This is an optimization exercise on Yosys and OpenROAD, whose aim is small area, a short achievable clock period and few clock cycles, not a production implementation. The RTL was checked by simulation tests, not by an equivalence proof against the original design. Power figures rest on the tool's default switching activity, not on a simulated workload.

## flow/design.v (module list and top-level ports; edited modules follow where they fit)
// module IP: 12 lines
// module IP_ni: 11 lines
// module pc_1: 12 lines
// module s1_core: 136 lines
// module s1: 4 lines
// module s2_core: 134 lines
// module s2: 4 lines
// module s3_core: 118 lines
// module s3: 4 lines
// module s4_core: 128 lines
// module s4: 4 lines
// module s5_core: 151 lines
// module s5: 4 lines
// module s6_core: 140 lines
// module s6: 4 lines
// module s7_core: 134 lines
// module s7: 4 lines
// module s8_core: 138 lines
// module s8: 4 lines
// module key_get: 17 lines
// module des_f: 16 lines
// module contrl: 33 lines
// module des: 57 lines
module  des(input clk,
            input des_enable,
            input reset,
            input des_mode,
            input [1:64] data_i,
            input [1:64] key_i,
            output wire [1:64] data_o,
            output reg ready_o);
  // ...
==> flow/flow/run.sh <==
#!/bin/bash
# The standard layout, with the port buffers that the standard flow puts on
# every input and output made as sky130_fd_sc_hd__buf_2 cells (plain buffers)
# instead of the delay buffers buffer_ports picks by default.
set -euo pipefail
echo 'export BUFFER_PORTS_ARGS = -buffer_cell sky130_fd_sc_hd__buf_2' >> config.mk
bash standard.sh > standard.log 2>&1
==> flow/standard.sh <==
#!/bin/bash
# synth_recipe.tcl (not shown) runs the flow's synth.tcl, then flattens the netlist and writes it again
# the make line also repeats each setting of config.mk as NAME=value (left out here)
make -C /OpenROAD-flow-scripts/flow DESIGN_CONFIG=/design/flow/config.mk WORK_HOME=/design/flow/orfs CLKGATE_MAP_FILE= SYNTH_SCRIPT=/design/flow/synth_recipe.tcl "${@:-finish}"
==> flow/config.mk <==
export PLATFORM = sky130hd
export DESIGN_NAME = des
export DESIGN_NICKNAME = des
export VERILOG_FILES = /design/flow/design.v
export SDC_FILE = /design/flow/constraint.sdc
export NUM_CORES = 4
export LEC_CHECK = 0
export CAP_MARGIN = 20
export CORE_MARGIN = 2
export CORE_UTILIZATION = 40
export PLACE_DENSITY = 0.6
export SETUP_SLACK_MARGIN = 3.0
export SLEW_MARGIN = 20
export TNS_END_PERCENT = 0
export BUFFER_PORTS_ARGS = -buffer_cell sky130_fd_sc_hd__buf_2
==> flow/constraint.sdc <==
create_clock -name core_clock -period 5.0 [get_ports {clk}]
set_input_delay 1.0000 -clock core_clock [delete_from_list [all_inputs] [get_ports {clk}]]
set_output_delay 1.0000 -clock core_clock [all_outputs]
set_load 0.01 [all_outputs]
==> flow_summary.ini, run 1 <==
[run_status]
status = complete, no violations

[grt]
grt_first_pass_wirelength_um = 61900
met1_usage = 0.325
first_global_vias = 11164

[routing]
firstDrtPassIters = 5
routed_wl_um = 39900
wl_met1_um = 18100
drt_iter0_drc = 1113
ant_nets = 0

[critical_path]
worst-setup-path-type = reg -> reg
worst-r2r-setup-slack_ns = 2.73
arrival_ns = 2.62
cp.depth = 9
crit_fanout = 6

[synth]
synth-xor-area-share = 0.0734
yosys_warnings = 2
avgSynthCellArea_um2 = 8.77
synthTopCellsByCount = dfxtp_1 (144), a21oi_1 (123), a22o_1 (113), mux2i_1 (91), nor3_1 (81)
synth_top_family_by_area = compound AO/OA/AOI/OAI gates
synthFlopType = dfxtp_1

[place]
dp_slack_ns = 2.06
io_buffers = 187

[clocking]
clockBufferDepth = 2
clkLatencyLatePin_ns = 0.44
postCtsSetupRepairBufs = 62
path_clk_slew_ns = 0.07

[sta]
fin_skew_ns = 0.0154
rsz0062_at_grt = yes
finalSetupViolCount = 0
post-route-min-period_ns = 2.27
holdWs_ns = 0.350
maxSlewViolCount = 0

[cells_and_area]
buf_share = 0.106
multi_input_area_um2 = 8750
nFillCells = 2936
nMultiInputCombCells = 1101
antenna_cells = 0

[floorplan]
start_util = 0.403
fp.coreArea_um2 = 31300
die_y_um = 182
tap_cells = 402

[pwr]
pg_seq_uw = 1950
switchingPower_uw = 1820
Testbench counts, summed over its fixed seeds: cycles 43,200.
==> module contrl, before the edit <==
module contrl(input clk,
              input reset,
              input des_enable,
              input des_mode,
              output reg idle,
              output reg active,
              output reg ready_o,
              output reg one_l,
              output reg one_r,
              output reg two_l,
              output reg two_r);
	reg [3:0] cnt;
	wire last = (cnt == 4'd15);
	wire [3:0] cnt_n = active ? cnt + 4'd1 : 4'd0;
	wire one_n = (cnt_n == 4'd0) || (cnt_n == 4'd7) || (cnt_n == 4'd14);
	always @(posedge clk or negedge reset)
		if (reset == 1'b0) begin
			idle <= 1'b1;
			active <= 1'b0;
			ready_o <= 1'b0;
		end else begin
			idle <= idle & ~des_enable;
			active <= idle ? des_enable : (active & ~last);
			ready_o <= ready_o | (active & last);
		end
	always @(posedge clk) begin
		cnt <= cnt_n;
		one_l <= one_n & ~des_mode;
		one_r <= one_n & des_mode;
		two_l <= ~one_n & ~des_mode;
		two_r <= ~one_n & des_mode;
	end
endmodule
==> module des, before the edit <==
module  des(input clk,
            input des_enable,
            input reset,
            input des_mode,
            input [1:64] data_i,
            input [1:64] key_i,
            output wire [1:64] data_o,
            output reg ready_o);
	wire [1:32] L_i_var, R_i_var;
	wire [1:28] C0, D0;
	wire [1:32] f;
	wire [1:56] Key_next;
	reg [1:32] L, R;
	reg [1:48] A;
	reg [1:56] K;
	wire idle, active, one_l, one_r, two_l, two_r;
	IP IP1(.in(data_i), .L_i_var(L_i_var), .R_i_var(R_i_var));
	IP_ni IP_ni(.in({R, L}), .out(data_o));
	pc_1 pc_1(.key_i(key_i), .C0(C0), .D0(D0));
	des_f des_f1(.A(A), .f(f));
	key_get key_get(.K(K), .C0(C0), .D0(D0), .des_mode(des_mode), .idle(idle),
	                .one_l(one_l), .one_r(one_r), .two_l(two_l), .two_r(two_r),
	                .K_next(Key_next));
	wire [1:32] L_sel = idle ? R_i_var : (ready_o ? R : L);
	wire [1:32] g = f & {32{active}};
	wire [1:32] R_next = L_sel ^ g;
	wire [1:48] A_pre = expand(L_sel) ^ pc2(Key_next);
	always @(posedge clk) begin
		R <= R_next;
		A <= A_pre ^ expand(g);
		L <= idle ? L_i_var : (ready_o ? L : R);
		K <= Key_next;
	end
	contrl contrl1(.clk(clk), .reset(reset), .des_enable(des_enable), .des_mode(des_mode),
	               .idle(idle), .active(active), .ready_o(ready_o),
	               .one_l(one_l), .one_r(one_r), .two_l(two_l), .two_r(two_r));
	function [1:48] expand(input [1:32] x);
		expand = {x[32],x[1],x[2],x[3],x[4],x[5],
		          x[4],x[5],x[6],x[7],x[8],x[9],
		          x[8],x[9],x[10],x[11],x[12],x[13],
		          x[12],x[13],x[14],x[15],x[16],x[17],
		          x[16],x[17],x[18],x[19],x[20],x[21],
		          x[20],x[21],x[22],x[23],x[24],x[25],
		          x[24],x[25],x[26],x[27],x[28],x[29],
		          x[28],x[29],x[30],x[31],x[32],x[1]};
	endfunction
	function [1:48] pc2(input [1:56] k);
		pc2 = {k[14],k[17],k[11],k[24],k[1],k[5],
		       k[3],k[28],k[15],k[6],k[21],k[10],
		       k[23],k[19],k[12],k[4],k[26],k[8],
		       k[16],k[7],k[27],k[20],k[13],k[2],
		       k[41],k[52],k[31],k[37],k[47],k[55],
		       k[30],k[40],k[51],k[45],k[33],k[48],
		       k[44],k[49],k[39],k[56],k[34],k[53],
		       k[46],k[42],k[50],k[36],k[29],k[32]};
	endfunction
endmodule
==> run 2, diff against run 1 <==
--- a/flow/design.v
+++ b/flow/design.v
@@ -1184,2 +1184,3 @@
               output reg idle,
+              output reg first,
               output reg active,
@@ -1206,2 +1207,3 @@
 		cnt <= cnt_n;
+		first <= idle;
 		one_l <= one_n & ~des_mode;
@@ -1227,3 +1229,3 @@
 	reg [1:56] K;
-	wire idle, active, one_l, one_r, two_l, two_r;
+	wire idle, first, active, one_l, one_r, two_l, two_r;
 	IP IP1(.in(data_i), .L_i_var(L_i_var), .R_i_var(R_i_var));
@@ -1235,3 +1237,3 @@
 	                .K_next(Key_next));
-	wire [1:32] L_sel = idle ? R_i_var : (ready_o ? R : L);
+	wire [1:32] L_sel = idle ? R_i_var : first ? L_i_var : (ready_o ? R : L);
 	wire [1:32] g = f & {32{active}};
@@ -1242,3 +1244,3 @@
 		A <= A_pre ^ expand(g);
-		L <= idle ? L_i_var : (ready_o ? L : R);
+		if (!ready_o) L <= R;
 		K <= Key_next;
@@ -1246,3 +1248,3 @@
 	contrl contrl1(.clk(clk), .reset(reset), .des_enable(des_enable), .des_mode(des_mode),
-	               .idle(idle), .active(active), .ready_o(ready_o),
+	               .idle(idle), .first(first), .active(active), .ready_o(ready_o),
 	               .one_l(one_l), .one_r(one_r), .two_l(two_l), .two_r(two_r));
==> flow/flow/run.sh (replaced) <==
#!/bin/bash
# The standard layout, with the port buffers that the standard flow puts on
# every input and output made as sky130_fd_sc_hd__buf_1 cells (plain buffers)
# instead of the delay buffers buffer_ports picks by default.
set -euo pipefail
echo 'export BUFFER_PORTS_ARGS = -buffer_cell sky130_fd_sc_hd__buf_1' >> config.mk
bash standard.sh > standard.log 2>&1
--- a/flow/config.mk
+++ b/flow/config.mk
@@ -9,4 +9,4 @@
 export CORE_MARGIN = 2
-export CORE_UTILIZATION = 40
-export PLACE_DENSITY = 0.6
+export CORE_UTILIZATION = 55
+export PLACE_DENSITY = 0.7
 export SETUP_SLACK_MARGIN = 3.0
@@ -14,2 +14,2 @@
 export TNS_END_PERCENT = 0
-export BUFFER_PORTS_ARGS = -buffer_cell sky130_fd_sc_hd__buf_2
+export BUFFER_PORTS_ARGS = -buffer_cell sky130_fd_sc_hd__buf_1
==> run 2 against run 1 <==
- largest cell class unchanged
- sequential share of layout area rose by 1.5 points
- clock power rose by 7%
- sequential power barely moved
- first-iteration DRC count rose by 13%
- total power rose by 2.0%
- still clean on timing, DRC and antenna
==> flow_summary.ini, run 2 <==
[synth]
yosys.area.top_type = dfxtp_1
netlist_top_cells_area = dfxtp_1 (23%), a22o_1 (8.0%), edfxtp_1 (7.8%), mux2i_1 (7.1%), ha_1 (5.7%)
synth-xor-area-share = 0.0747
synth-edff-count = 32
synth.distinct_cells = 83
synth_compound_area_frac = 0.256
synthTopCellsByCount = dfxtp_1 (145), a21oi_1 (134), a22o_1 (113), mux2i_1 (88), nand2_1 (87)
synth-async-reset-ratio = 0.0167
synth_seq_area_share = 0.318
synth.area.mux_share = 0.0795
synthesis.nets = 1652
synthSimpleGateAreaFrac = 0.156
synthFlopType = dfxtp_1
synth_top_family_by_area = compound AO/OA/AOI/OAI gates
syn_inst = 1464
yosys_warnings = 2
ys_seq_elements = 180
avgSynthCellArea_um2 = 8.47
synth.most_common_cell = dfxtp_1
syn_area_um2 = 12400
synthAdderAreaFrac = 0.0581
synth.top_cell.area_share = 0.234

[floorplan]
dieArea_um2 = 23800
die_y_um = 154
die_w_um = 154
fp.coreArea_um2 = 22000
start_util = 0.565
rows = 54
io_pins = 197

[sta]
maxSlewViolCount = 0
max_freq_mhz = 436
hold_violations = 0
fin_skew_ns = 0.0149
fin_crit_sh = 0.459
worst_pin_slew_ns = 0.728
slew-limit-headroom = 0.510
tns_ns = 0
rsz0062_at_grt = yes
post-route-min-period_ns = 2.29
finalSetupViolCount = 0

[clocking]
cts.sinks = 180
clkLatencyLatePin_ns = 0.45
ctsRootBufferMaster = clkbuf_16
h-tree-depth = 4
clockBufferDepth = 2
path_clk_slew_ns = 0.07
cts_inserted_buffers = 17
cts_tree = yes

[grt]
grt_max_degree = 63
overflow = 0
groute.usage.overall = 0.319
grt_first_pass_wirelength_um = 61000
antenna_found_initial = 0
first_global_vias = 11499

[place]
finalWeightedCongestion = 0.936
io_buffers = 187
place_inst = 1827
dp_hpwl_um = 25300

[routing]
firstDrtPassIters = 6
drt_iter0_drc = 1258
viasPerCell = 6.33
wl_per_cell_um = 20.1
ant_nets = 0
drc = 0
vias = 12164
routed_wl_um = 38600

[run_status]
status = complete, no violations

[critical_path]
cp-end-kind = flip-flop
worstSetupStartpointType = flip-flop
crit_fanout = 12
worst-r2r-setup-slack_ns = 2.71
worst-setup-path-type = reg -> reg
arrival_ns = 2.63
crit_required_ns = 5.34

[cells_and_area]
nFillCells = 1767
layout-drive-gt1-share = 0.163
final_common_cell = buf_1
reg_top3 = K: 56 flops, A: 48 flops
largest_register_ffs = 56
layout_common_cells = buf_1 (185), a21oi_1 (129), a22o_1 (113)
top_register = K
stdcell_count = 1922
syn2layout_area_growth_pct = 20.5
nets = 1816

[hold_path]
hp-class = in -> async

[flow_run]
cap_violations = 0

[pwr]
vdd_ir_drop_max_uv = 244
power_density_nw_per_um2 = 338
p_leak_uw = 0.00598
-- run 2: through the flow --
stage | worst slack (ns) | hold slack [ns] | area, µm² | power [µW] | utilization
floorplan | 2.91 | 0.394 | 12500 | 3030 | -
global placement | 1.99 | 0.436 | 13100 | 3340 | 0.598
detailed placement | 1.97 | 0.446 | 13100 | 3370 | 0.598
CTS | 2.81 | 0.356 | 14800 | 4900 | 0.673
global route | 2.64 | 0.362 | 14900 | 5290 | 0.680
finish | 2.71 | 0.358 | 14900 | 5050 | 0.681
-- run 2: power breakdown --
part | switching [µW] | internal, µW | total, µW
registers | 310 | 1640 | 1950
logic | 936 | 827 | 1760
clock network | 668 | 661 | 1330
total | 1910 | 3130 | 5050
-- run 2: kinds of logic (layout without fill, tap and decap cells) --
| group | after synthesis | after routing |
|---|---|---|
| AO/OA/AOI/OAI | 468 | 468 |
| adder cells (fa/ha/maj) | 58 | 58 |
| buffers and inverters | 171 | 348 |
| flip-flops | 180 | 180 |
| other | 0 | 1 |
| XOR/XNOR | 104 | 104 |
| multiplexers | 97 | 97 |
| AND/OR/NAND/NOR | 386 | 386 |
-- run 2: layer usage --
| metal | vias to the layer above | wire length (µm) | global-route usage | part of all wire |
|---|---|---|---|---|
| met5 | - | 0 | 0 | 0 |
| met4 | 0 | 1060 | 0.102 | 0.027 |
| met3 | 75 | 3060 | 0.0552 | 0.079 |
| met2 | 606 | 17800 | 0.514 | 0.46 |
| met1 | 5744 | 16700 | 0.437 | 0.43 |
| li1 | 5739 | - | - | - |
-- run 2: area by class of cell --
cell class              instances  area (µm²)  area share
diodes                          1        2.50    0.000167
clock buffers                  18         429      0.0287
clock inverters                14         146     0.00980
inverters                      56         235      0.0157
multi-input cells            1113        8370       0.560
flip-flops and latches        180        4090       0.274
well taps                     280         350      0.0234
repair buffers                260        1320      0.0882
-- run 2: path summary, 6_finish.rpt --
check	from	endpoint	depth (start not counted)
setup reg to reg	A[46]$_DFF_P_	A[40]$_DFF_P_	8
min in group core_clock	R[11]$_DFF_P_	L[11]$_DFFE_PN_	0
hold reg to reg	R[11]$_DFF_P_	L[11]$_DFFE_PN_	0
setup / recovery	A[46]$_DFF_P_	A[40]$_DFF_P_	8
hold / removal	reset	contrl1.ready_o$_DFF_PN0_	1
max in group asynchronous	reset	contrl1.idle$_DFF_PN1_	1
-- run 2: repair_timing --
action                                  4_1_cts  5_1_grt
setup buffers                                56        6
resized for setup                           166       28
hold endpoints to repair                      0        0
pin swaps                                    51       23
cloned                                        0        0
endpoints found under the setup margin      133      170
hold buffers                                  0        0
-- run 2: critical path, cell delays in order (launching register included) --
cell and delay, ns:
dfxtp_2 0.50, inv_1 0.15, ha_1 0.33, nor3_1 0.34, a31oi_1 0.11, nor2_1 0.16, o41ai_2 0.10, xnor2_1 0.26
xor2_1 0.25
Testbench counts of run 2, summed over its fixed seeds: cycles 43,200.
==> run 3, diff against run 2 <==
--- a/flow/config.mk
+++ b/flow/config.mk
@@ -7,2 +7,3 @@
 export LEC_CHECK = 0
+export ABC_AREA = 1
 export CAP_MARGIN = 20
==> run 3 against run 2 <==
- first-iteration DRC count is 29% higher
- total power is 120% higher
- cell count is 33% higher
- core utilization is 4.8 points lower
- clock-buffer cell count is 1 lower
- global-route usage is 2.4 points higher
- routed wire length is 18% higher
- die area is 8.6% higher
- critical path type is now reg -> out
- critical endpoint is now ready_o
- highest routed layer unchanged
==> flow_summary.ini, run 3 <==
[critical_path]
arrival_ns = 1.15
cp-end-kind = output port
crit_required_ns = 4.00
worst-setup-path-type = reg -> out
worst-r2r-setup-slack_ns = 2.92
worstSetupStartpointType = flip-flop
r2r-start = A[40]$_DFF_P_
crit_fanout = 5
worstReg2RegEnd = R[7]$_DFF_P_
ff2ff_path_depth = 7

[cells_and_area]
layout-drive-gt1-share = 0.0878
top_register = K
nFillCells = 2332
syn2layout_area_growth_pct = 13.3
stdcell_area_um2 = 15300
largest_register_ffs = 56
layout_common_cells = nand2_1 (649), inv_1 (191), nor2_1 (187)
nets = 2407
final_common_cell = nand2_1
final_util = 0.632
reg_top3 = K: 56 flops, A: 48 flops

[sta]
worst_pin_slew_ns = 0.633
tns_ns = 0
post-route-min-period_ns = 2.15
timing.final.ws_setup_ns = 2.85
fin_crit_sh = 0.430
hold_violations = 0
maxSlewViolCount = 0
slew-limit-headroom = 0.571
finalSetupViolCount = 0
max_freq_mhz = 465
rsz0062_at_grt = yes
fin_skew_ns = 0.0137

[synth]
ys_seq_elements = 180
synth.top_cell.area_share = 0.215
synth.most_common_cell = nand2_1
synth.distinct_cells = 61
synth_seq_area_share = 0.292
synth-async-reset-ratio = 0.0167
synth-edff-count = 32
yosys_warnings = 2
synthTopCellsByCount = nand2_1 (651), inv_1 (194), nor2_1 (189), nand3_1 (160), dfxtp_1 (145)
synthesis.nets = 2258
yosys.area.top_type = dfxtp_1
netlist_top_cells_area = dfxtp_1 (22%), nand2_1 (18%), edfxtp_1 (7.1%), nand3_1 (5.9%), inv_1 (5.4%)
synthFlopType = dfxtp_1
avgSynthCellArea_um2 = 6.52
syn_area_um2 = 13500
syn_inst = 2070

[floorplan]
start_util = 0.558
rows = 57
io_pins = 197
die_y_um = 161
dieArea_um2 = 25800
die_w_um = 161
fp.coreArea_um2 = 24200

[clocking]
h-tree-depth = 4
clockBufferDepth = 2
clkLatencyLatePin_ns = 0.46
cts_inserted_buffers = 17
path_clk_slew_ns = 0.07
cts_tree = yes
ctsRootBufferMaster = clkbuf_16
cts.sinks = 180

[grt]
grt_first_pass_wirelength_um = 69700
antenna_found_initial = 0
overflow = 0
groute.usage.overall = 0.343
grt_max_degree = 66
first_global_vias = 12934

[routing]
viasPerCell = 5.68
wl_met3_um = 4430
dr.max_layer_used = met4
wl_met2_um = 20000
firstDrtPassIters = 6
routed_wl_um = 45600
ant_nets = 0
drt_iter0_drc = 1618
drc = 0
wl_per_cell_um = 17.8
vias = 14528
wl_met1_um = 19700

[pwr]
vdd_ir_drop_max_uv = 339
power_density_nw_per_um2 = 719
p_leak_uw = 0.00707

[run_status]
status = complete, no violations

[flow_run]
cap_violations = 0

[place]
io_buffers = 187
dp_slack_ns = 2.08
dpl_cell_area_um2 = 14100
finalWeightedCongestion = 1.00
dp_hpwl_um = 32400

[hold_path]
hp-class = in -> async
-- run 3: worst max-delay path by stage --
stage                         startpoint             to  slack [ns]  cells past startpoint
6_report       contrl1.ready_o$_DFF_PN0_        ready_o        2.85                      2
5_1_grt                    A[12]$_DFF_P_  A[43]$_DFF_P_        2.81                     10
4_1_cts        contrl1.ready_o$_DFF_PN0_        ready_o        2.86                      2
3_5_place_dp                    des_mode  A[43]$_DFF_P_        2.08                      7
3_3_place_gp                    des_mode  A[43]$_DFF_P_        2.11                      7
2_1_floorplan                   des_mode  A[28]$_DFF_P_        2.98                      9
-- run 3: critical path: stages, from the launching register on --
cell and delay [ns]:
dfrtp_2 0.43, buf_12 0.15, buf_6 0.12
-- run 3: layout make-up --
type / instances / area [µm²] / share of cell area
antenna: 1 / 2.50 / 0.000164
clock buffer: 17 / 425 / 0.0278
clock inverter: 15 / 135 / 0.00884
inverter: 217 / 852 / 0.0557
multi-input combinational: 1583 / 8350 / 0.546
sequential: 180 / 3980 / 0.261
tap: 324 / 405 / 0.0265
timing repair buffer: 220 / 1140 / 0.0743
-- run 3: per-layer routing --
metal  track usage  vias to the layer above
met3        0.0684                       80
met2         0.529                      759
met5             0                        -
li1              -                     7082
met4         0.129                        0
met1         0.476                     6607
-- run 3: where the power goes --
| group | switching, µW | internal [µW] | total [µW] | leakage, µW |
|---|---|---|---|---|
| combinational | 4290 | 2290 | 6580 | 0.00525 |
| clock | 675 | 659 | 1330 | 0.000273 |
| sequential | 869 | 2210 | 3080 | 0.00155 |
| total | 5830 | 5160 | 11000 | 0.00707 |
-- run 3: kinds of logic (layout without fill, tap and decap cells) --
logic type | count (synthesis) | count (layout) | synth area share
AO/OA/AOI/OAI | 358 | 358 | 0.163
XOR/XNOR | 73 | 73 | 0.0479
adder cells (fa/ha/maj) | 56 | 56 | 0.0519
buffers and inverters | 307 | 469 | 0.105
flip-flops | 180 | 180 | 0.292
other | 0 | 1 | 0
AND/OR/NAND/NOR | 1096 | 1096 | 0.339
-- run 3: per-stage QoR --
| step | std cells | total power [µW] | hold slack, ns |
|---|---|---|---|
| final | 2557 | 11000 | 0.359 |
| after global routing | 2556 | 11900 | 0.362 |
| after CTS | 2545 | 10600 | 0.353 |
| after detailed placement | 2501 | 9130 | 0.444 |
| after global placement | 2501 | 9090 | 0.438 |
| after floorplan | 2070 | 7340 | 0.402 |
-- run 3: repair_timing --
| action | 4_1_cts | 5_1_grt |
|---|---|---|
| endpoints found under the hold margin | 0 | 0 |
| gates resized for setup | 42 | 58 |
| gates cloned | 2 | 1 |
| pin swaps | 5 | 2 |
| hold buffers | 0 | 0 |
| buffers inserted | 10 | 10 |
| setup endpoints to repair | 91 | 126 |
==> run 4, diff against run 3 <==
--- a/flow/config.mk
+++ b/flow/config.mk
@@ -7,3 +7,2 @@
 export LEC_CHECK = 0
-export ABC_AREA = 1
 export CAP_MARGIN = 20
@@ -11,2 +10,3 @@
 export CORE_UTILIZATION = 55
+export CTS_BUF_LIST = sky130_fd_sc_hd__clkbuf_8
 export PLACE_DENSITY = 0.7
==> run 4 against run 3 <==
- sequential cell count did not move
- sequential share of layout area rose by 1.9 points
- clock-buffer cell count did not move
- sequential power fell by 36%
- fmax fell by 7.1%
- design area fell by 4.6%
- non-clock buffer count rose by 35
- total power fell by 58%
- synthesized area fell by 8.1%
- synthesized cell count fell by 29%
- critical path depth rose by 7
- largest power group is now sequential cells
==> flow_summary.ini, run 4 <==
[run_status]
status = complete, no violations

[cells_and_area]
top_register = K
layout-drive-gt1-share = 0.147
syn2layout_area_growth_pct = 17.7
antenna_cells = 0
nets = 1811
layout_common_cells = buf_1 (185), a21oi_1 (133), a22o_1 (113)
nFillCells = 1851
largest_register_ffs = 56
reg_top3 = K: 56 flops, A: 48 flops
final_common_cell = buf_1

[synth]
synth_seq_area_share = 0.318
synth-edff-count = 32
synth.area.mux_share = 0.0795
netlist_top_cells_area = dfxtp_1 (23%), a22o_1 (8.0%), edfxtp_1 (7.8%), mux2i_1 (7.1%), ha_1 (5.7%)
synthSimpleGateAreaFrac = 0.156
synth-async-reset-ratio = 0.0167
synth.most_common_cell = dfxtp_1
ys_seq_elements = 180
synth_compound_area_frac = 0.256
synth-xor-area-share = 0.0747
synth_top_family_by_area = compound AO/OA/AOI/OAI gates
yosys.area.top_type = dfxtp_1
synthesis.nets = 1652
synthFlopType = dfxtp_1
yosys_warnings = 2
synth.top_cell.area_share = 0.234
synthAdderAreaFrac = 0.0581
avgSynthCellArea_um2 = 8.47
syn_area_um2 = 12400
synth.distinct_cells = 83
syn_inst = 1464
synthTopCellsByCount = dfxtp_1 (145), a21oi_1 (134), a22o_1 (113), mux2i_1 (88), nand2_1 (87)

[pwr]
p_comb_frac = 0.363
power_density_nw_per_um2 = 317
clkPwrFrac = 0.213
intPower_uw = 2800
p_leak_uw = 0.00584
p_sw_frac = 0.394
sequentialPowerShare = 0.424
vdd_ir_drop_max_uv = 178
switchingPower_uw = 1820

[hold_path]
hp-class = in -> async

[routing]
drt_iter0_drc = 1233
wl_per_cell_um = 19.7
drc = 0
routed_wl_um = 37700
ant_nets = 0
viasPerCell = 6.32
firstDrtPassIters = 6
vias = 12113

[sta]
worst_pin_slew_ns = 0.602
post-route-min-period_ns = 2.32
maxSlewViolCount = 0
max_freq_mhz = 432
rsz0062_at_grt = yes
slew-limit-headroom = 0.597
fin_crit_sh = 0.463
holdWs_ns = 0.310
hold_violations = 0
tns_ns = 0
fin_skew_ns = 0.0147
finalSetupViolCount = 0

[critical_path]
r2r-start = A[32]$_DFF_P_
cp-end-kind = flip-flop
crit_path_cell_trace = clkinvlp_4 -> ha_4 -> xor2_2 -> o21ai_1 -> nor3_1 -> or3_1 -> a311o_1 -> xnor2_2 -> xor2_1
worst-setup-path-type = reg -> reg
slowest_delay_ns = 0.38
startpoint = A[32]$_DFF_P_
worstSetupStartpointType = flip-flop
cp.buffers_inverters = 1
arrival_ns = 2.73
crit_required_ns = 5.41
crit_fanout = 5
crit_slowest_cell = dfxtp_4
crit_family = XOR/XNOR gates

[clocking]
clkLatencyLatePin_ns = 0.49
path_clk_slew_ns = 0.10
cts.sinks = 180
h-tree-depth = 4
cts_inserted_buffers = 17
ctsRootBufferMaster = clkbuf_8
clockBufferDepth = 2
cts_tree = yes

[grt]
use_met3 = 0.0437
antenna_found_initial = 0
met1_usage = 0.443
grt_first_pass_wirelength_um = 60200
overflow = 0
grt_max_degree = 63
groute.usage.overall = 0.315
first_global_vias = 11324
grt-busiest-layer = met2
gr-usage-met2 = 0.501

[floorplan]
start_util = 0.565
dieArea_um2 = 23800
rows = 54
io_pins = 197
die_y_um = 154
die_w_um = 154
fp.coreArea_um2 = 22000

[place]
io_buffers = 187
dp_hpwl_um = 25300
finalWeightedCongestion = 0.936

[flow_run]
cap_violations = 0
run 4: layer usage:
| layer | wire length, µm | vias up |
|---|---|---|
| met1 | 16700 | 5751 |
| met3 | 2890 | 54 |
| li1 | - | 5712 |
| met4 | 1030 | 0 |
| met2 | 17100 | 596 |
| met5 | 0 | - |
run 4: worst paths after layout:
path / to / slack, ns / cells past startpoint
setup / recovery: A[16]$_DFF_P_ / 2.68 / 9
hold / removal: contrl1.ready_o$_DFF_PN0_ / 0.31 / 1
setup reg to reg: A[16]$_DFF_P_ / 2.68 / 9
hold reg to reg: L[11]$_DFFE_PN_ / 0.47 / 0
max in group asynchronous: contrl1.idle$_DFF_PN1_ / 4.46 / 1
min in group core_clock: L[11]$_DFFE_PN_ / 0.47 / 0
run 4: kinds of logic after synthesis:
family | after synthesis
simple gates | 386
fa+ha+maj | 58
xor+xnor | 104
flops | 180
compound gates | 468
buf+inv | 171
mux | 97
run 4: what timing repair did:
item | 4_1_cts | 5_1_grt
gates cloned | 0 | 0
resized for setup | 141 | 18
endpoints found under the setup margin | 189 | 155
setup buffers | 51 | 6
pin swaps | 42 | 5
hold buffers | 0 | 0
run 4: power groups by stage:
stage	combinational (µW)	sequential (µW)	clock, µW
after detailed placement	1370	1990	0
after global placement	1350	1990	0
after CTS	1590	1940	992
after global routing	1840	1990	1050
after floorplan	1250	1780	0
final	1680	1960	984
run 4: per-stage QoR:
step	instances	worst slack, ns	area [µm²]	utilization	power (µW)
3_3_place_gp	1827	1.99	13100	0.598	3340
3_5_place_dp	1827	1.97	13100	0.598	3370
6_report	1916	2.68	14600	0.664	4620
5_1_grt	1916	2.62	14600	0.664	4880
4_1_cts	1910	2.77	14500	0.659	4520
2_1_floorplan	1464	2.91	12500	-	3030
run 4: cell type report:
cell class | count | area, µm² | share of cell area
clock buffer | 17 | 234 | 0.0160
inverter | 56 | 236 | 0.0162
sequential | 180 | 4080 | 0.280
clock inverter | 15 | 150 | 0.0103
tap | 280 | 350 | 0.0240
multi-input combinational | 1113 | 8250 | 0.565
timing repair buffer | 255 | 1290 | 0.0883
==> run 5, diff against run 4 <==
--- a/flow/config.mk
+++ b/flow/config.mk
@@ -7,2 +7,3 @@
 export LEC_CHECK = 0
+export ABC_AREA = 1
 export CAP_MARGIN = 20
==> run 5 against run 4 <==
- critical path type is now reg -> out
- highest routed layer unchanged
- still clean on timing, DRC and antenna
- synthesized cell count increased by 41%
- combinational power increased to 3.9 times the previous value
- synthesized area rose by 8.8%
- largest power group is now combinational logic
- non-clock buffer count decreased by 42
- critical endpoint is now ready_o
- first-iteration DRC count is 31% higher
- core utilization down 4.6 points
==> flow_summary.ini, run 5 <==
[place]
finalWeightedCongestion = 1.00
io_buffers = 187
dp_hpwl_um = 32400

[synth]
synth_seq_area_share = 0.292
syn_area_um2 = 13500
synthesis.nets = 2258
synth.distinct_cells = 61
synth.most_common_cell = nand2_1
avgSynthCellArea_um2 = 6.52
synthFlopType = dfxtp_1
synthTopCellsByCount = nand2_1 (651), inv_1 (194), nor2_1 (189), nand3_1 (160), dfxtp_1 (145)
syn_inst = 2070
ys_seq_elements = 180
synth-edff-count = 32
yosys_warnings = 2
synth.top_cell.area_share = 0.215
yosys.area.top_type = dfxtp_1
synth-async-reset-ratio = 0.0167
netlist_top_cells_area = dfxtp_1 (22%), nand2_1 (18%), edfxtp_1 (7.1%), nand3_1 (5.9%), inv_1 (5.4%)

[routing]
viasPerCell = 5.66
routed_wl_um = 44600
wl_per_cell_um = 17.5
drt_iter0_drc = 1614
drc = 0
firstDrtPassIters = 6
ant_nets = 0
vias = 14428

[critical_path]
startpoint = contrl1.ready_o$_DFF_PN0_
ff2ff_path_depth = 7
worst-setup-path-type = reg -> out
crit_fanout = 4
crit_slowest_cell = dfrtp_2
worst-r2r-setup-slack_ns = 2.86
worstSetupStartpointType = flip-flop
slowest_delay_ns = 0.44
crit_path_cell_trace = buf_12 -> buf_6
arrival_ns = 1.20
crit_required_ns = 4.00
r2r-start = contrl1.idle$_DFF_PN1_
worstReg2RegEnd = A[43]$_DFF_P_
cp-end-kind = output port

[floorplan]
io_pins = 197
die_w_um = 161
dieArea_um2 = 25800
die_y_um = 161
fp.coreArea_um2 = 24200
start_util = 0.558
rows = 57

[grt]
first_global_vias = 12782
groute.usage.overall = 0.337
overflow = 0
grt_max_degree = 66
grt_first_pass_wirelength_um = 68500
antenna_found_initial = 0

[pwr]
switchingPower_uw = 5750
sequentialPowerShare = 0.289
p_sw_frac = 0.543
power_density_nw_per_um2 = 708
p_comb_frac = 0.617
p_leak_uw = 0.00694
clkPwrFrac = 0.094
vdd_ir_drop_max_uv = 416
intPower_uw = 4850

[cells_and_area]
nFillCells = 2358
layout-drive-gt1-share = 0.0782
regArea_um2 = 3970
nets = 2400
multi_input_area_um2 = 8290
layout_common_cells = nand2_1 (649), inv_1 (193), nor2_1 (187)
reg_top3 = K: 56 flops, A: 48 flops
syn2layout_area_growth_pct = 10.8
top_register = K
final_common_cell = nand2_1
largest_register_ffs = 56

[sta]
tns_ns = 0
worst_pin_slew_ns = 0.633
post-route-min-period_ns = 2.20
rsz0062_at_grt = yes
slew-limit-headroom = 0.571
max_freq_mhz = 455
finalSetupViolCount = 0
fin_crit_sh = 0.440
maxSlewViolCount = 0
fin_skew_ns = 0.0233
holdWs_ns = 0.311
hold_violations = 0

[clocking]
cts_inserted_buffers = 17
ctsRootBufferMaster = clkbuf_8
h-tree-depth = 4
clockBufferDepth = 2
cts.sinks = 180
clkLatencyLatePin_ns = 0.49
cts_tree = yes
path_clk_slew_ns = 0.11

[run_status]
status = complete, no violations

[flow_run]
cap_violations = 0

[hold_path]
hp-class = in -> async
## run 5: worst max-delay path: cells and delay by family, from the launching register on
| family | cells | cell delay (ns) |
|---|---|---|
| buffers and inverters | 2 | 0.27 |
| DFF | 1 | 0.44 |
## run 5: metal layers
layer	vias to the layer above	GRT usage	share of wire
li1	7062	-	-
met1	6582	0.482	0.44
met2	715	0.520	0.44
met3	69	0.0571	0.097
met4	0	0.104	0.025
met5	-	0	0
## run 5: timing repair
item                       4_1_cts  5_1_grt
gates cloned                     2        0
hold buffers                     0        0
setup endpoints to repair      148      149
gates resized for setup         30       43
setup buffers                    4       10
pin swaps                        1        3
## run 5: area by class of cell
class,instances,share of cell area
diodes,1,0.000167
clock buffers,17,0.0156
clock inverters,15,0.00904
inverters,217,0.0568
multi-input cells,1583,0.555
flip-flops and latches,180,0.266
well taps,324,0.0271
repair buffers,213,0.0710
## run 5: power by group through the flow
stage | sequential [µW] | clock (µW) | combinational [µW]
after floorplan | 2750 | 0 | 4590
after CTS | 3010 | 1010 | 6220
after global routing | 3140 | 1060 | 7310
after global placement | 3040 | 0 | 6050
after detailed placement | 3030 | 0 | 6100
final | 3060 | 1000 | 6530
## run 5: cell families (layout without fill, tap and decap cells)
| kind of cell | count (synthesis) | after routing | synth area share |
|---|---|---|---|
| AO/OA/AOI/OAI | 358 | 358 | 0.163 |
| XOR/XNOR | 73 | 73 | 0.0479 |
| adder cells (fa/ha/maj) | 56 | 56 | 0.0519 |
| buffers and inverters | 307 | 462 | 0.105 |
| flip-flops | 180 | 180 | 0.292 |
| other | 0 | 1 | 0 |
| AND/OR/NAND/NOR | 1096 | 1096 | 0.339 |
## run 5: worst max-delay path by stage
stage | end | slack [ns] | depth (start not counted)
2_1_floorplan | A[28]$_DFF_P_ | 2.98 | 9
3_3_place_gp | A[43]$_DFF_P_ | 2.11 | 7
6_report | ready_o | 2.80 | 2
3_5_place_dp | A[43]$_DFF_P_ | 2.08 | 7
4_1_cts | ready_o | 2.79 | 2
5_1_grt | R[11]$_DFF_P_ | 2.77 | 9
## run 5: through the flow
| stage | power, µW | instances | instance area, µm² | utilization | worst slack, ns |
|---|---|---|---|---|---|
| floorplan | 7340 | 2070 | 13500 | - | 2.98 |
| global placement | 9090 | 2501 | 14100 | 0.583 | 2.11 |
| detailed placement | 9130 | 2501 | 14100 | 0.583 | 2.08 |
| CTS | 10200 | 2539 | 14700 | 0.608 | 2.79 |
| global route | 11500 | 2549 | 15000 | 0.618 | 2.77 |
| finish | 10600 | 2550 | 15000 | 0.619 | 2.80 |
==> run 6, diff against run 5 <==
--- a/flow/config.mk
+++ b/flow/config.mk
@@ -11,5 +11,4 @@
 export CORE_UTILIZATION = 55
-export CTS_BUF_LIST = sky130_fd_sc_hd__clkbuf_8
 export PLACE_DENSITY = 0.7
-export SETUP_SLACK_MARGIN = 3.0
+export SETUP_SLACK_MARGIN = 3.3
 export SLEW_MARGIN = 20
==> run 6 against run 5 <==
- still clean on timing, DRC and antenna
- non-clock buffer count rose by 3
- largest power group unchanged
- worst hold slack better by 0.031 ns
- total power rose by 2.7%
- clock skew shrank 0.0073 ns
==> flow_summary.ini, run 6 <==
[run_status]
status = complete, no violations

[sta]
fin_skew_ns = 0.0160
tns_ns = 0
timing.final.ws_setup_ns = 2.79
fin_crit_sh = 0.441
max_freq_mhz = 453
slew-limit-headroom = 0.604
finalSetupViolCount = 0
worst_pin_slew_ns = 0.594
rsz0062_at_grt = yes
hold_violations = 0
post-route-min-period_ns = 2.21
maxSlewViolCount = 0

[synth]
synth.area.mux_share = 0
yosys.area.top_type = dfxtp_1
yosys_warnings = 2
synth-xor-area-share = 0.0479
netlist_top_cells_area = dfxtp_1 (22%), nand2_1 (18%), edfxtp_1 (7.1%), nand3_1 (5.9%), inv_1 (5.4%)
synth-edff-count = 32
synth.most_common_cell = nand2_1
avgSynthCellArea_um2 = 6.52
synth-async-reset-ratio = 0.0167
synth.top_cell.area_share = 0.215
ys_seq_elements = 180
synthAdderAreaFrac = 0.0519
synth.distinct_cells = 61
synth_top_family_by_area = simple AND/OR/NAND/NOR gates
synthTopCellsByCount = nand2_1 (651), inv_1 (194), nor2_1 (189), nand3_1 (160), dfxtp_1 (145)
synthSimpleGateAreaFrac = 0.339
synthFlopType = dfxtp_1
syn_inst = 2070
synthesis.nets = 2258
syn_area_um2 = 13500
synth_compound_area_frac = 0.163
synth_seq_area_share = 0.292

[place]
dp_hpwl_um = 32100
io_buffers = 187
finalWeightedCongestion = 0.984
dp_slack_ns = 2.04

[critical_path]
crit_required_ns = 4.00
slowest_delay_ns = 0.52
worstSetupStartpointType = flip-flop
startpoint = contrl1.ready_o$_DFF_PN0_
worstReg2RegEnd = A[4]$_DFF_P_
ff2ff_path_depth = 7
worst-setup-path-type = reg -> out
r2r-start = contrl1.idle$_DFF_PN1_
crit_fanout = 3
endpoint = ready_o
crit_slowest_cell = dfrtp_4
worst-r2r-setup-slack_ns = 2.85
arrival_ns = 1.21
crit_path_cell_trace = buf_12 -> buf_6
cp-end-kind = output port

[floorplan]
fp.coreArea_um2 = 24200
start_util = 0.558
die_w_um = 161
dieArea_um2 = 25800
rows = 57
io_pins = 197
die_y_um = 161

[cells_and_area]
nFillCells = 2288
antenna_cells = 0
layout-drive-gt1-share = 0.0817
layout_common_cells = nand2_1 (648), inv_1 (193), nor2_1 (187)
reg_top3 = K: 56 flops, A: 48 flops
final_common_cell = nand2_1
largest_register_ffs = 56
syn2layout_area_growth_pct = 12.3
nets = 2403
top_register = K

[flow_run]
cap_violations = 0

[pwr]
vdd_ir_drop_max_uv = 321
p_total_uw = 10900
power_density_nw_per_um2 = 718
p_leak_uw = 0.00704

[routing]
drt_iter0_drc = 1684
viasPerCell = 5.70
drc = 0
firstDrtPassIters = 6
routed_wl_um = 44300
wl_per_cell_um = 17.4
vias = 14544
ant_nets = 0

[clocking]
cts_inserted_buffers = 17
path_clk_slew_ns = 0.08
cts_tree = yes
cts.sinks = 180
h-tree-depth = 4
ctsRootBufferMaster = clkbuf_16
clockBufferDepth = 2
clkLatencyLatePin_ns = 0.44

[grt]
grt_max_degree = 66
grt_first_pass_wirelength_um = 68300
overflow = 0
first_global_vias = 13072
antenna_found_initial = 0
groute.usage.overall = 0.334

[hold_path]
hp-class = in -> async
-- run 6: cell type report --
type | count | area [µm²] | area share
clock buffer | 17 | 425 | 0.0281
sequential | 180 | 3980 | 0.263
clock inverter | 15 | 135 | 0.00892
tap | 324 | 405 | 0.0268
timing repair buffer | 216 | 1050 | 0.0691
multi-input combinational | 1583 | 8300 | 0.548
inverter | 217 | 851 | 0.0562
-- run 6: worst min-delay path by stage --
| stage | end | slack (ns) | cells after the start |
|---|---|---|---|
| 5_1_grt | contrl1.active$_DFF_PN0_ | 0.36 | 1 |
| 3_3_place_gp | L[12]$_DFFE_PN_ | 0.44 | 0 |
| 6_report | contrl1.active$_DFF_PN0_ | 0.34 | 1 |
| 3_5_place_dp | L[29]$_DFFE_PN_ | 0.44 | 0 |
| 4_1_cts | contrl1.active$_DFF_PN0_ | 0.34 | 1 |
| 2_1_floorplan | contrl1.first$_DFF_P_ | 0.40 | 0 |
-- run 6: per-stage QoR --
stage          utilization  hold WS (ns)  cell area, µm²  cells
6_report             0.627         0.342           15100   2552
5_1_grt              0.627         0.358           15100   2552
4_1_cts              0.618         0.338           14900   2542
3_5_place_dp         0.584         0.440           14100   2501
3_3_place_gp         0.584         0.442           14100   2501
2_1_floorplan            -         0.402           13500   2070
-- run 6: where the power goes --
part	switching (µW)	internal, µW
clock	659	661
sequential	907	2200
combinational	4210	2250
total	5770	5110
-- run 6: worst max-delay path: cells and delay by family (launching register included) --
family                 cells  cell delay, ns
buffers and inverters      2            0.25
flip-flops                 1            0.52
-- run 6: cell families (layout without fill, tap and decap cells) --
| logic type | Yosys count | after routing |
|---|---|---|
| xor gates and xnor gates | 73 | 73 |
| AOI/OAI and AO/OA | 358 | 358 |
| adders and majority gates | 56 | 56 |
| DFF | 180 | 180 |
| and+or+nand+nor | 1096 | 1096 |
| buffers and inverters | 307 | 465 |
-- run 6: what timing repair did --
| item | 4_1_cts | 5_1_grt |
|---|---|---|
| hold endpoints to repair | 0 | 0 |
| gates resized for setup | 39 | 37 |
| gates cloned | 2 | 0 |
| pin swaps | 3 | 5 |
| hold buffers | 0 | 0 |
| setup endpoints to repair | 230 | 200 |
| buffers inserted | 7 | 10 |
-- run 6: per-layer routing --
layer  GRT usage  vias up  part of all wire
met1       0.466     6652              0.43
li1            -     7068                 -
met4       0.137        0             0.035
met2       0.529      741              0.44
met3      0.0369       83             0.091
met5           0        -                 0

port drivers added, routing unchanged:
No port has a modelled driver above. Below, the same layouts with a new extraction and two added sets of constraints.
Step 1 sets driving cells, clkbuf_16 on the clock port and buf_2 on the other inputs (assumed; they add their load-dependent delay and slew).
Step 2 also shifts input and output timing later by t, the mid clock arrival at the registers, as if the neighbouring blocks saw the same clock.
a / b / c = ideal ports / drivers / drivers and shift; a / b = the first two.
| run | shift t [ns] | setup slack, ns | cell pins on the clock port's net |
|---|---|---|---|
| run 1 | 0.481 | 2.735 / 2.735 / 2.413 | 1 |
| run 2 | 0.490 | 2.707 / 2.707 / 2.453 | 1 |
| run 3 | 0.499 | 2.848 / 2.797 / 2.456 | 1 |
| run 4 | 0.524 | 2.685 / 2.685 / 2.455 | 1 |
| run 5 | 0.528 | 2.802 / 2.756 / 2.331 | 1 |
| run 6 | 0.485 | 2.793 / 2.742 / 2.433 | 1 |
After both steps setup and hold are still met in every run listed. The setup slack of run 5, which loses most, moves by -0.046 ns with the drivers and by -0.471 ns with both steps.
